What follows belongs to an exercise in optimizing a design on an open flow for small area and a short achievable clock period; a production flow would make more cautious choices. Where RTL was checked, it was by simulation tests only, not by an equivalence proof against the original. The flow treats the clock pin as an ideal source. Dropping or thinning the clock tree relies on that and would not hold on a real chip. Power figures rest on the tool's default switching activity, not on a simulated workload.

before:
// test_wrapper
module test_wrapper #(
	parameter SYS_VERSION = 41,
	parameter WIDTH = 16,
	parameter NUM_SUB_MON = 3
)(
	input clk,
	input reset,
	input       [5:0] slave_address,
	input             slave_read,
	input             slave_write,
	input      [31:0] slave_writedata,
	output reg [31:0] slave_readdata,
	output [15:0] dut_a,
	output [15:0] dut_b,
	input  [15:0] dut_out
);
clock: 3.0 ns
lec_check: 0
abc_area: 1
cap_margin: 20
core_margin: 2
core_utilization: 40
setup_slack_margin: 1.4
slew_margin: 20
synth_hierarchical: 1
standard.sh (not shown) runs the stock make flow with config.mk's settings and CLKGATE_MAP_FILE= SYNTH_SCRIPT=/design/flow/synth_recipe.tcl, a recipe that flattens the netlist after the stock synthesis.
==> flow/flow/run.sh <==
#!/bin/bash
set -euo pipefail
here=$(cd "$(dirname "$0")" && pwd)
export BUFFER_PORTS_ARGS="-buffer_cell sky130_fd_sc_hd__buf_2"
export CTS_ARGS="-sink_clustering_enable -repair_clock_nets -dont_use_dummy_load -sink_clustering_size 40 -sink_clustering_max_diameter 60"
export PRE_CTS_TCL="$here/cts_root.tcl"
export FLOW_CLOCK_PORT=clk
bash standard.sh > make.log 2>&1
==> flow/flow/cts_root.tcl <==
rename clock_tree_synthesis my_tritoncts
proc clock_tree_synthesis { args } {
  my_tritoncts {*}$args
  my_drop_root_buffer
}

proc my_drop_root_buffer { } {
  set block [ord::get_db_block]
  set port_net [$block findNet $::env(FLOW_CLOCK_PORT)]
  set roots {}
  foreach it [$port_net getITerms] { lappend roots $it }
  if { [llength $roots] != 1 } { puts "drop_root: port drives [llength $roots] pins, kept"; return }
  set rit [lindex $roots 0]
  set root [$rit getInst]
  if { ![string match "sky130_fd_sc_hd__clkbuf_*" [[$root getMaster] getName]] } { puts "drop_root: no root buffer"; return }
  set root_net "NULL"
  foreach it [$root getITerms] {
    if { [$it isOutputSignal] } { set root_net [$it getNet] }
  }
  set loads {}
  foreach it [$root_net getITerms] {
    if { [$it isOutputSignal] } { continue }
    if { ![string match "sky130_fd_sc_hd__clkbuf_*" [[[$it getInst] getMaster] getName]] } {
      puts "drop_root: root drives a non-buffer, kept"; return
    }
    lappend loads $it
  }
  if { [llength $loads] > 4 } { puts "drop_root: root drives [llength $loads] buffers, kept"; return }
  foreach it $loads {
    $it disconnect
    $it connect $port_net
  }
  foreach it [$root getITerms] { $it disconnect }
  odb::dbInst_destroy $root
  odb::dbNet_destroy $root_net
  puts "drop_root: the clock port drives [llength $loads] buffers directly"
}
diff inputs: before => after
- SETUP_SLACK_MARGIN changed from 1.4 to 1.45
==> flow/flow/run.sh <==
#!/bin/bash
set -euo pipefail
here=$(cd "$(dirname "$0")" && pwd)
export BUFFER_PORTS_ARGS="-buffer_cell sky130_fd_sc_hd__buf_2"
export CTS_ARGS="-sink_clustering_enable -repair_clock_nets -dont_use_dummy_load -sink_clustering_size 25 -sink_clustering_max_diameter 80"
export PRE_CTS_TCL="$here/cts_root.tcl"
export FLOW_CLOCK_PORT=clk
bash standard.sh > make.log 2>&1
## What came out
Total track usage, after and before: higher on after
Cell with the largest stage delay on the worst path: dfxtp_4 -> before, nor2_4 -> after
Area of all placed cells without fillers, after and before: smaller value in before
The startpoint of the worst setup timing path comes out fa_0[0] in one run and slave_address[1] in the other, namely in before and after respectively.
before → after: data arrival time at the worst-slack endpoint went up, maximum clock skew at final layout went down, fraction of power consumed by sequential logic went up, smallest setup slack after layout went up, maximum fanout count along the critical path went up.

---

test_wrapper, a different RTL version from the one above (not shown whole).
Size: ~1500 cells after synthesis, about 120 I/O pins.
clock: 3.0 ns
lec_check: 0
abc_clock_period_in_ps: 1500
cap_margin: 20
core_margin: 2
core_utilization: 40
setup_slack_margin: 1.3
slew_margin: 20
run.sh (not shown) runs the stock make flow with config.mk's settings and CLKGATE_MAP_FILE= SYNTH_SCRIPT=/design/flow/synth_recipe.tcl, a recipe that flattens the netlist after the stock synthesis.
Stock flow here: none of the scripts above is used.
The baseline passed the timing, design-rule and antenna checks.
Rerun with:
- ABC_CLOCK_PERIOD_IN_PS: 1500 -> unset
What happened: Combinational power barely changes. Final area stays the same. Total power stays the same.
Rerun with:
- SETUP_SLACK_MARGIN: 1.3 -> unset
Effect:
- setup slack degrades by 0.45 ns
- cell area goes down by a little under a tenth
- hold slack hardly moves
- routed wire length goes down by roughly a tenth

---

Another version of the RTL of test_wrapper (not shown whole).
Size: about 2,000 cells after synthesis, roughly 120 I/O pins, about 0.018 mm² of cells after synthesis.
Design test_wrapper, start of the top module:
module test_wrapper #(
	parameter SYS_VERSION = 41,
	parameter WIDTH = 16,
	parameter NUM_SUB_MON = 3
)(
	input clk,
	input reset,
	input       [5:0] slave_address,
	input             slave_read,
	input             slave_write,
	input      [31:0] slave_writedata,
	output reg [31:0] slave_readdata,
	output [15:0] dut_a,
	output [15:0] dut_b,
	input  [15:0] dut_out
);
==> flow/config.mk <==
export PLATFORM = sky130hd
export DESIGN_NAME = test_wrapper
export DESIGN_NICKNAME = test_wrapper
export VERILOG_FILES = /design/flow/design.v
export SDC_FILE = /design/flow/constraint.sdc
export NUM_CORES = 4
export LEC_CHECK = 0
export ABC_AREA = 1
export CAP_MARGIN = 20
export CORE_MARGIN = 2
export CORE_UTILIZATION = 55
export SETUP_SLACK_MARGIN = 1.3
export SLEW_MARGIN = 20
export SYNTH_HIERARCHICAL = 1
==> flow/constraint.sdc <==
create_clock -name core_clock -period 3.0 [get_ports {clk}]
set_input_delay 0.6000 -clock core_clock [delete_from_list [all_inputs] [get_ports {clk}]]
set_output_delay 0.6000 -clock core_clock [all_outputs]
set_load 0.01 [all_outputs]
standard.sh (not shown) runs the stock make flow with config.mk's settings and CLKGATE_MAP_FILE= SYNTH_SCRIPT=/design/flow/synth_recipe.tcl, a recipe that flattens the netlist after the stock synthesis.
==> flow/flow/run.sh <==
#!/bin/bash
set -euo pipefail
here=$(cd "$(dirname "$0")" && pwd)
export BUFFER_PORTS_ARGS="-buffer_cell sky130_fd_sc_hd__buf_2"
export CTS_ARGS="-sink_clustering_enable -repair_clock_nets -dont_use_dummy_load -sink_clustering_size 30 -sink_clustering_max_diameter 80"
export PRE_CTS_TCL="$here/cts_root.tcl"
export FLOW_CLOCK_PORT=clk
bash standard.sh > make.log 2>&1
Scripts as last shown in full above: flow/flow/cts_root.tcl
The first run went through all stages and came out clean.
Rerun with:
--- a/flow/flow/run.sh
+++ b/flow/flow/run.sh
@@ -6,0 +7 @@
+export POST_CTS_TCL="$here/post_cts.tcl"
==> flow/flow/post_cts.tcl (new file) <==
# Area recovery after clock tree synthesis: downsize gates off the critical
# paths while keeping the setup slack margin, then legalize the placement.
log_cmd repair_timing -setup_margin $::env(SETUP_SLACK_MARGIN) -recover_power 100 -verbose
log_cmd detailed_placement
SETUP_SLACK_MARGIN = 1.4   (was 1.3)
After rerunning: The changed run completed without violations; non-clock buffer count is higher by 21; synthesized cell count does not change; cell area rises by 1.7%.
Rerun with:
--- a/flow/flow/run.sh
+++ b/flow/flow/run.sh
@@ -7 +6,0 @@
-export POST_CTS_TCL="$here/post_cts.tcl"
CORE_UTILIZATION = 40   (was 55)
removed: flow/flow/post_cts.tcl
What happened: Via count hardly moves; first-iteration DRC count decreases by 18%; register-to-register slack stays flat; non-clock buffer count decreases by 1; final area increases by about 3.2%; worst hold slack gets better by 0.015 ns; setup slack gets worse by 0.053 ns; critical path depth decreases by 8; core utilization decreases by 16 points.
No run of this note included a check of the RTL's function; only the layout flow was run.

---

test_wrapper, a different RTL version from the one above (not shown whole).
Size in the first run: about 18000 um^2 of cells after synthesis.
clock: 3.0 ns
lec_check: 0
abc_area: 1
abc_clock_period_in_ps: 1000
cap_margin: 20
core_margin: 2
core_utilization: 40
setup_slack_margin: 1.4
slew_margin: 20
synth_hierarchical: 1
==> flow/flow/run.sh <==
#!/bin/bash
set -euo pipefail
here=$(cd "$(dirname "$0")" && pwd)
export BUFFER_PORTS_ARGS="-buffer_cell sky130_fd_sc_hd__buf_2"
export PRE_CTS_TCL="$here/cts_root.tcl"
export FLOW_CLOCK_PORT=clk
bash standard.sh > make.log 2>&1
Scripts as last shown in full above: flow/flow/cts_root.tcl
The starting point went through all stages and came out clean.
Edit:
Settings changed: ABC_CLOCK_PERIOD_IN_PS 1000 to not set.
Area after synthesis does not change.
Routed wire length does not change.
First-iteration DRC count does not change.
Cell area stays the same.
Edit:
Settings changed: SETUP_SLACK_MARGIN 1.4 to 1.6.
=>
- The new run ran to the end with no violations
- critical path depth went up by 5
- register-to-register slack gains 0.04 ns
- routed wire length went up by about 13%
- synthesized area does not change
- count of clock-buffer cells in the layout went down by 3
- cell count went up by about 3.5%

---

## run A
Another version of the RTL of test_wrapper (not shown whole).
Size: about 460 flip-flops, about 120 I/O pins.
export LEC_CHECK = 0
export ABC_AREA = 1
export CAP_MARGIN = 20
export CORE_MARGIN = 2
export CORE_UTILIZATION = 40
export SETUP_SLACK_MARGIN = 1.2
export SLEW_MARGIN = 20
create_clock -name core_clock -period 3.0 [get_ports {clk}]
run.sh (not shown) runs the stock make flow with config.mk's settings and CLKGATE_MAP_FILE= SYNTH_SCRIPT=/design/flow/synth_recipe.tcl, a recipe that flattens the netlist after the stock synthesis.
Stock flow here: none of the scripts above is used.
diff inputs: run A => run B
diff --git a/flow/config.mk b/flow/config.mk
--- a/flow/config.mk
+++ b/flow/config.mk
@@ -11,2 +11,3 @@
 export CORE_UTILIZATION = 40
+export CTS_BUF_LIST = sky130_fd_sc_hd__clkbuf_8
 export SETUP_SLACK_MARGIN = 1.2
==> comparison <==
- Met2 usage essentially unchanged between run B and run A.
- Met3 usage delta (run A -> run B): insignificant
- Diff run A..run B | count of filler cells inserted in the layout | negligible
- Relative to run A, non-clock buffer count has increased by about 1.7% in run B.
- Higher total power was reported by run A, not run B.
- Against run A, run B reports a instance count on the critical path that is lower.
- Compared with run A, run B shows a clock network power share that is 0.9 points lower.
- Wire: run B routes more than run A
- Delta (run B minus run A): utilization after layout shows a reduction of 0.17 points, number of global-route vias before repair shows an increase of 204.
What run C does differently from run B at the input level:
==> flow/flow/run.sh (new file) <==
#!/bin/bash
set -euo pipefail
here=$(cd "$(dirname "$0")" && pwd)
export BUFFER_PORTS_ARGS="-buffer_cell sky130_fd_sc_hd__buf_2"
export PRE_CTS_TCL="$here/cts_root.tcl"
export FLOW_CLOCK_PORT=clk
bash standard.sh > make.log 2>&1
==> flow/flow/cts_root.tcl (new file) <==
rename clock_tree_synthesis my_tritoncts
proc clock_tree_synthesis { args } {
  my_tritoncts {*}$args
  my_drop_root_buffer
}

proc my_drop_root_buffer { } {
  set block [ord::get_db_block]
  set port_net [$block findNet $::env(FLOW_CLOCK_PORT)]
  set roots {}
  foreach it [$port_net getITerms] { lappend roots $it }
  if { [llength $roots] != 1 } { puts "drop_root: port drives [llength $roots] pins, kept"; return }
  set rit [lindex $roots 0]
  set root [$rit getInst]
  if { ![string match "sky130_fd_sc_hd__clkbuf_*" [[$root getMaster] getName]] } { puts "drop_root: no root buffer"; return }
  set root_net "NULL"
  foreach it [$root getITerms] {
    if { [$it isOutputSignal] } { set root_net [$it getNet] }
  }
  set loads {}
  foreach it [$root_net getITerms] {
    if { [$it isOutputSignal] } { continue }
    if { ![string match "sky130_fd_sc_hd__clkbuf_*" [[[$it getInst] getMaster] getName]] } {
      puts "drop_root: root drives a non-buffer, kept"; return
    }
    lappend loads $it
  }
  if { [llength $loads] > 4 } { puts "drop_root: root drives [llength $loads] buffers, kept"; return }
  foreach it $loads {
    $it disconnect
    $it connect $port_net
  }
  foreach it [$root getITerms] { $it disconnect }
  odb::dbInst_destroy $root
  odb::dbNet_destroy $root_net
  puts "drop_root: the clock port drives [llength $loads] buffers directly"
}
==> flow/standard.sh (new file) <==
#!/bin/bash
# synth_recipe.tcl (not shown) runs the flow's synth.tcl, then flattens the netlist and writes it again
# the make line also repeats each setting of config.mk as NAME=value (left out here)
make -C /OpenROAD-flow-scripts/flow DESIGN_CONFIG=/design/flow/config.mk WORK_HOME=/design/flow/orfs CLKGATE_MAP_FILE= SYNTH_SCRIPT=/design/flow/synth_recipe.tcl "${@:-finish}"
diff --git a/flow/config.mk b/flow/config.mk
--- a/flow/config.mk
+++ b/flow/config.mk
@@ -11,3 +11,2 @@
 export CORE_UTILIZATION = 40
-export CTS_BUF_LIST = sky130_fd_sc_hd__clkbuf_8
 export SETUP_SLACK_MARGIN = 1.2
removed: flow/run.sh
Findings:
Run C: full flow OK, the timing, design-rule and antenna checks passed
In run C, the part of the power in registers came out 1.8 points below the value in run B.
Against run B, run C comes in 1.1 points lower on growth of design area from synthesis to finish.
Cell count: run C lower than run B
Multi-input gate share of total cell area ended up 0.41 points higher on run C than on run B.
Any difference in tightest hold margin between run C and run B is small enough to ignore.
Reported for run C and run B, fraction of the mapped netlist area in adder cells turned out identical to the last digit.
Comparing run B with run C, the time the final worst path needs with I/O delays and setup came out essentially unchanged.
The estimated power of run C ends up higher than the estimate for run B.
On total CTS buffers, the lower figure sits with run C, not run B.
| area of all placed cells without fillers | higher: run B |
Changes in run D relative to run C:
==> flow/run.sh (new file) <==
#!/bin/bash
# synth_recipe.tcl (not shown) runs the flow's synth.tcl, then flattens the netlist and writes it again
# the make line also repeats each setting of config.mk as NAME=value (left out here)
make -C /OpenROAD-flow-scripts/flow DESIGN_CONFIG=/design/flow/config.mk WORK_HOME=/design/flow/orfs CLKGATE_MAP_FILE= SYNTH_SCRIPT=/design/flow/synth_recipe.tcl finish
diff --git a/flow/config.mk b/flow/config.mk
--- a/flow/config.mk
+++ b/flow/config.mk
@@ -7,3 +7,2 @@
 export LEC_CHECK = 0
-export ABC_AREA = 1
 export CAP_MARGIN = 20
removed: flow/flow/run.sh
removed: flow/flow/cts_root.tcl
removed: flow/standard.sh
==> comparison <==
NOTE: leakage dissipation in run D falls short of that of run C
In the reports for run C and run D, the smaller slew at the pin closest to its max-slew limit belongs to run C.
Compared with run C, run D shows a higher relative contribution of the clock network to total power.
Max critical-path maximum fanout across run C and run D: run C
Run D vs run C: post-layout worst setup margin up

## re-timing with driven ports
How much do the figures lean on ideal ports? The routed layouts below were timed once more, with nothing changed but the port constraints. Step 1: set_driving_cell puts a clkbuf_16 on clk and a buf_2 on each other input, an assumption about the parent block. Step 2 adds t to the input delays and takes it off the output delays; t is the mean of the earliest and latest rising clock arrival at the registers after step 1. Input paths then give back, and output paths get back, about the clock's delay inside the block. Three values: ideal ports, drivers, drivers and shift; two values: the first two.
run | t, ns | setup WS [ns] | worst hold slack (ns)
before | 0.496 | 1.409 / 1.338 / 1.011 | 0.311 / 0.311 / 0.311
after | 0.477 | 1.455 / 1.383 / 1.020 | 0.326 / 0.326 / 0.326
the first run of note 2 | 0.645 | 0.984 / 0.984 / 0.695 | 0.321 / 0.321 / 0.321
the second run of note 2 | 0.645 | 0.984 / 0.984 / 0.695 | 0.321 / 0.321 / 0.321
the third run of note 2 | 0.630 | 0.537 / 0.537 / 0.197 | 0.324 / 0.324 / 0.324
the first run of note 3 | 0.460 | 1.285 / 1.285 / 0.996 | 0.320 / 0.305 / 0.320
the second run of note 3 | 0.462 | 1.409 / 1.344 / 0.994 | 0.319 / 0.319 / 0.319
the third run of note 3 | 0.472 | 1.355 / 1.283 / 0.988 | 0.334 / 0.334 / 0.334
the first run of note 4 | 0.524 | 1.395 / 1.282 / 1.049 | 0.320 / 0.283 / 0.320
the second run of note 4 | 0.524 | 1.395 / 1.282 / 1.049 | 0.320 / 0.283 / 0.320
the third run of note 4 | 0.512 | 1.367 / 1.347 / 0.925 | 0.320 / 0.278 / 0.320
run A | 0.625 | 1.201 / 1.150 / 0.656 | 0.325 / 0.325 / 0.325
run B | 0.658 | 1.153 / 1.101 / 0.599 | 0.323 / 0.323 / 0.323
run C | 0.485 | 1.150 / 1.160 / 0.737 | 0.324 / 0.318 / 0.324
run D | 0.633 | 1.176 / 1.125 / 0.611 | 0.321 / 0.321 / 0.321
After both steps setup and hold are still met in every run listed. For run D, which loses most, drivers alone change the setup slack by -0.051 ns; drivers and shift together by -0.565 ns.
